Context: an optimization exercise on an open-source flow, tuned for small area, a short achievable clock period and few clock cycles. The choices shown serve that exercise and are no tape-out recipe. The RTL was checked by simulation tests, not by an equivalence proof against the original design. No activity file was given, so power comes from the tool's default toggle rates.

==> v26: inputs <==
==> flow/design.v (excerpt) <==
module matrix_mult #(parameter DW = 8, m = 8, n = 8)(
    input clk,
    input reset,
    input [DW-1:0] data_in,
    input start,
    output [2*DW-1:0] data_out,
    output reg done
);
clock: 8.0 ns
lec_check: 0
cap_margin: 20
core_margin: 2
core_utilization: 65
cts_buf_list: sky130_fd_sc_hd__clkbuf_16
cts_cluster_diameter: 80
cts_cluster_size: 30
place_density: 0.75
setup_slack_margin: 5
slew_margin: 20
synth_hierarchical: 1
synth_minimum_keep_size: 0
run.sh (not shown) runs the stock make flow with config.mk's settings and CLKGATE_MAP_FILE= SYNTH_SCRIPT=/design/flow/synth_recipe.tcl, a recipe that flattens the netlist after the stock synthesis.
==> v20 (differences from v26) <==
CTS_BUF_LIST = sky130_fd_sc_hd__clkbuf_8 sky130_fd_sc_hd__clkbuf_16   (was sky130_fd_sc_hd__clkbuf_16)
==> flow_results.xml <==
<?xml version="1.0" encoding="UTF-8"?>
<metrics>
  <group name="pwr">
    <metric name="internal-power" unit="mW">8.48</metric>
    <metric name="p_comb_share" unit="%">1.0</metric>
  </group>
  <group name="worst_setup_path">
    <metric name="regToRegEndpoint" unit="">u_dot.st1[5]</metric>
  </group>
  <group name="timing">
    <metric name="setup-violations-final" unit="">0</metric>
    <metric name="slew_headroom" unit="%">34.2</metric>
  </group>
  <group name="routing">
    <metric name="detailroute.via_count" unit="">19535</metric>
  </group>
  <group name="status">
    <metric name="run_status" unit="">timing/DRC/antenna clean</metric>
  </group>
  <group name="finish">
    <metric name="clock_buf_inv_share" unit="%">4.14</metric>
  </group>
  <group name="clocking">
    <metric name="cts-buffers-inserted" unit="">55</metric>
    <metric name="cts_tree" unit="">yes</metric>
    <metric name="bufs_on_longest_clock_path" unit="">3</metric>
  </group>
  <group name="logic_synthesis">
    <metric name="synth-adder-area-share" unit="%">15.5</metric>
  </group>
</metrics>
The numbers above come from v20.

==> flow_results.xml <==
<?xml version="1.0" encoding="UTF-8"?>
<metrics>
  <group name="status">
    <metric name="run_status" unit="">timing/DRC/antenna clean</metric>
  </group>
  <group name="logic_synthesis">
    <metric name="synth-adder-area-share" unit="%">15.5</metric>
  </group>
  <group name="pwr">
    <metric name="p_comb_share" unit="%">1.0</metric>
  </group>
  <group name="finish">
    <metric name="clock_buf_inv_share" unit="%">4.14</metric>
  </group>
  <group name="clocking">
    <metric name="cts_htree_levels" unit="">2</metric>
    <metric name="cts_tree" unit="">yes</metric>
    <metric name="bufs_on_longest_clock_path" unit="">3</metric>
  </group>
  <group name="worst_setup_path">
    <metric name="regToRegEndpoint" unit="">u_dot.st1[5]</metric>
  </group>
  <group name="global_routing">
    <metric name="global_route.usage.total" unit="%">30.1</metric>
  </group>
  <group name="timing">
    <metric name="setup-violations-final" unit="">0</metric>
  </group>
</metrics>
The numbers above come from v26.

Testbench counts of v26, summed over its fixed seeds: cycles 6,056.
Testbench counts of v20, summed over its fixed seeds: cycles 6,056.

==> amber: inputs <==
Another version of the RTL of matrix_mult (not shown whole).
make LEC_CHECK=0 CAP_MARGIN=20 CORE_MARGIN=2 CORE_UTILIZATION=70 CTS_BUF_LIST=sky130_fd_sc_hd__clkbuf_16 CTS_CLUSTER_DIAMETER=80 CTS_CLUSTER_SIZE=30 PLACE_DENSITY=0.8 SETUP_SLACK_MARGIN=5 SLEW_MARGIN=20 SYNTH_HIERARCHICAL=1 SYNTH_MINIMUM_KEEP_SIZE=0 finish   # period 8.0 ns
==> umber: changes against amber <==
--- a/flow/config.mk
+++ b/flow/config.mk
@@ -7,11 +7,11 @@
 export LEC_CHECK = 0
 export CAP_MARGIN = 20
 export CORE_MARGIN = 2
-export CORE_UTILIZATION = 70
+export CORE_UTILIZATION = 65
 export CTS_BUF_LIST = sky130_fd_sc_hd__clkbuf_16
 export CTS_CLUSTER_DIAMETER = 80
 export CTS_CLUSTER_SIZE = 30
-export PLACE_DENSITY = 0.8
+export PLACE_DENSITY = 0.75
 export SETUP_SLACK_MARGIN = 5
 export SLEW_MARGIN = 20
 export SYNTH_HIERARCHICAL = 1
==> flow_metrics.tcl <==
set metrics [dict create \
    pg_comb_uw 122 \
    wl_met1_um 36400 \
    wl_met3_um 10500 \
    finalCriticalPeriod_ns 3.01 \
    wire_per_inst_um 32.3 \
    p_switching_uw 2380 \
    status "finished clean" \
    cts.repair.resized 17 \
    bufAreaShareNonClock_pct 0.724 \
]
-- figures above: amber

==> flow_metrics.tcl <==
set metrics [dict create \
    status "finished clean" \
    wl_met3_um 8200 \
    cts.repair.resized 18 \
    synth-main-ff-cell "dfxtp_1" \
    wire_per_inst_um 29.5 \
    pg_comb_uw 109 \
    bufAreaShareNonClock_pct 0.666 \
    finalCriticalPeriod_ns 2.99 \
    timing.rr.start "bl[32][7]$_DFF_P_" \
]
-- figures above: umber

Testbench counts of amber, summed over its fixed seeds: cycles 6,056.
Testbench counts of umber, summed over its fixed seeds: cycles 6,056.

==> run a: inputs <==
matrix_mult with an RTL version that a note above also has.
==> flow/design.v (excerpt) <==
module matrix_mult #(parameter DW = 8, m = 8, n = 8)(
    input clk,
    input reset,
    input [DW-1:0] data_in,
    input start,
    output [2*DW-1:0] data_out,
    output reg done
);
Settings: LEC_CHECK=0, CAP_MARGIN=20, CORE_MARGIN=2, CORE_UTILIZATION=65, CTS_BUF_LIST=sky130_fd_sc_hd__clkbuf_16, CTS_CLUSTER_DIAMETER=80, CTS_CLUSTER_SIZE=25, PLACE_DENSITY=0.75, SETUP_SLACK_MARGIN=5, SLEW_MARGIN=20, SYNTH_HIERARCHICAL=1, SYNTH_MINIMUM_KEEP_SIZE=0; clock period 8.0 ns.
==> inputs of run b, as changes to run a <==
==> flow/flow/run.sh (new file) <==
#!/bin/bash
set -euo pipefail
sed 's/SETUP_SLACK_MARGIN=[0-9.]*/SETUP_SLACK_MARGIN=5.15/' standard.sh > standard_tight.sh
grep -q 'SETUP_SLACK_MARGIN=5.15' standard_tight.sh
bash standard_tight.sh > standard_tight.log 2>&1
==> flow/standard.sh (new file) <==
#!/bin/bash
# synth_recipe.tcl (not shown) runs the flow's synth.tcl, then flattens the netlist and writes it again
# the make line also repeats each setting of config.mk as NAME=value (left out here)
make -C /OpenROAD-flow-scripts/flow DESIGN_CONFIG=/design/flow/config.mk WORK_HOME=/design/flow/orfs CLKGATE_MAP_FILE= SYNTH_SCRIPT=/design/flow/synth_recipe.tcl "${@:-finish}"
removed: flow/run.sh
==> notes.md <==
| metric | run b | run a |
|---|---|---|
| Outcome | timing/DRC/antenna clean | timing/DRC/antenna clean |
| Clock network power consumption | 3.44 mW | 3.61 mW |
| Routed vias | 20,100 | 19,600 |
| P_int | 8.58 mW | 8.70 mW |
| Multi-input gate share of the layout cell area | 26.8% | 26.3% |
| Final routed wirelength across all metal layers | 99,700 um | 91,300 um |
| Count of routing violations after the opening detailed-route iteration | 4,089 | 4,285 |
| Detailed-routing wirelength on met1 | 38,400 um | 36,700 um |
| Minimum clock period after layout | 3.09 ns | 3.03 ns |
| Critical R2R Launch | bl[32][6]$_DFF_P_ | bl[40][1]$_DFF_P_ |
| Cts bufs inserted | 61 | 66 |
| Buffers inserted during post-CTS setup optimization | 24 | 0 |
| Overall track demand over capacity in global routing | 32.7% | 30.4% |
| Number of clock-tree buffers in the layout | 61 | 66 |
| Critical Path AT | 3.60 ns | 3.56 ns |
| Power density over the cells | 259 nW/um^2 | 266 nW/um^2 |
| Detailed-route wire length per cell | 31.1 um | 28.8 um |
| Flip-flop and latch power | 7.39 mW | 7.41 mW |
| Final Power | 11.0 mW | 11.1 mW |
| Final instance count without filler cells | 3,208 | 3,172 |
Testbench counts of run a, summed over its fixed seeds: cycles 6,056.
Testbench counts of run b, summed over its fixed seeds: cycles 6,056.

-- afterwards: timing with drivers on the ports --
How much do the figures lean on ideal ports? The routed layouts below were timed once more, with nothing changed but the port constraints.
Step 1: set_driving_cell puts a clkbuf_16 on clk and a buf_2 on each other input, an assumption about the parent block.
Step 2 also shifts input and output timing later by t, the mid clock arrival at the registers, as if the neighbouring blocks saw the same clock.
Three values: no drivers, after step 1, after step 2; two values: the first two.
run | t (ns) | setup WS [ns] | hold slack, ns
v26 | 0.708 | 4.988 / 4.988 / 4.931 | 0.318 / 0.318 / 0.318
v20 | 0.708 | 4.988 / 4.988 / 4.931 | 0.318 / 0.318 / 0.318
amber | 0.710 | 4.991 / 4.991 / 4.822 | 0.324 / 0.324 / 0.324
umber | 0.709 | 5.008 / 5.008 / 4.949 | 0.326 / 0.326 / 0.326
run a | 0.695 | 4.973 / 4.973 / 4.969 | 0.312 / 0.312 / 0.312
run b | 0.720 | 4.908 / 4.908 / 4.866 | 0.323 / 0.323 / 0.323
After both steps setup and hold are still met in every run listed. For amber, which loses most, drivers alone change the setup slack by 0.000 ns; drivers and shift together by -0.169 ns.
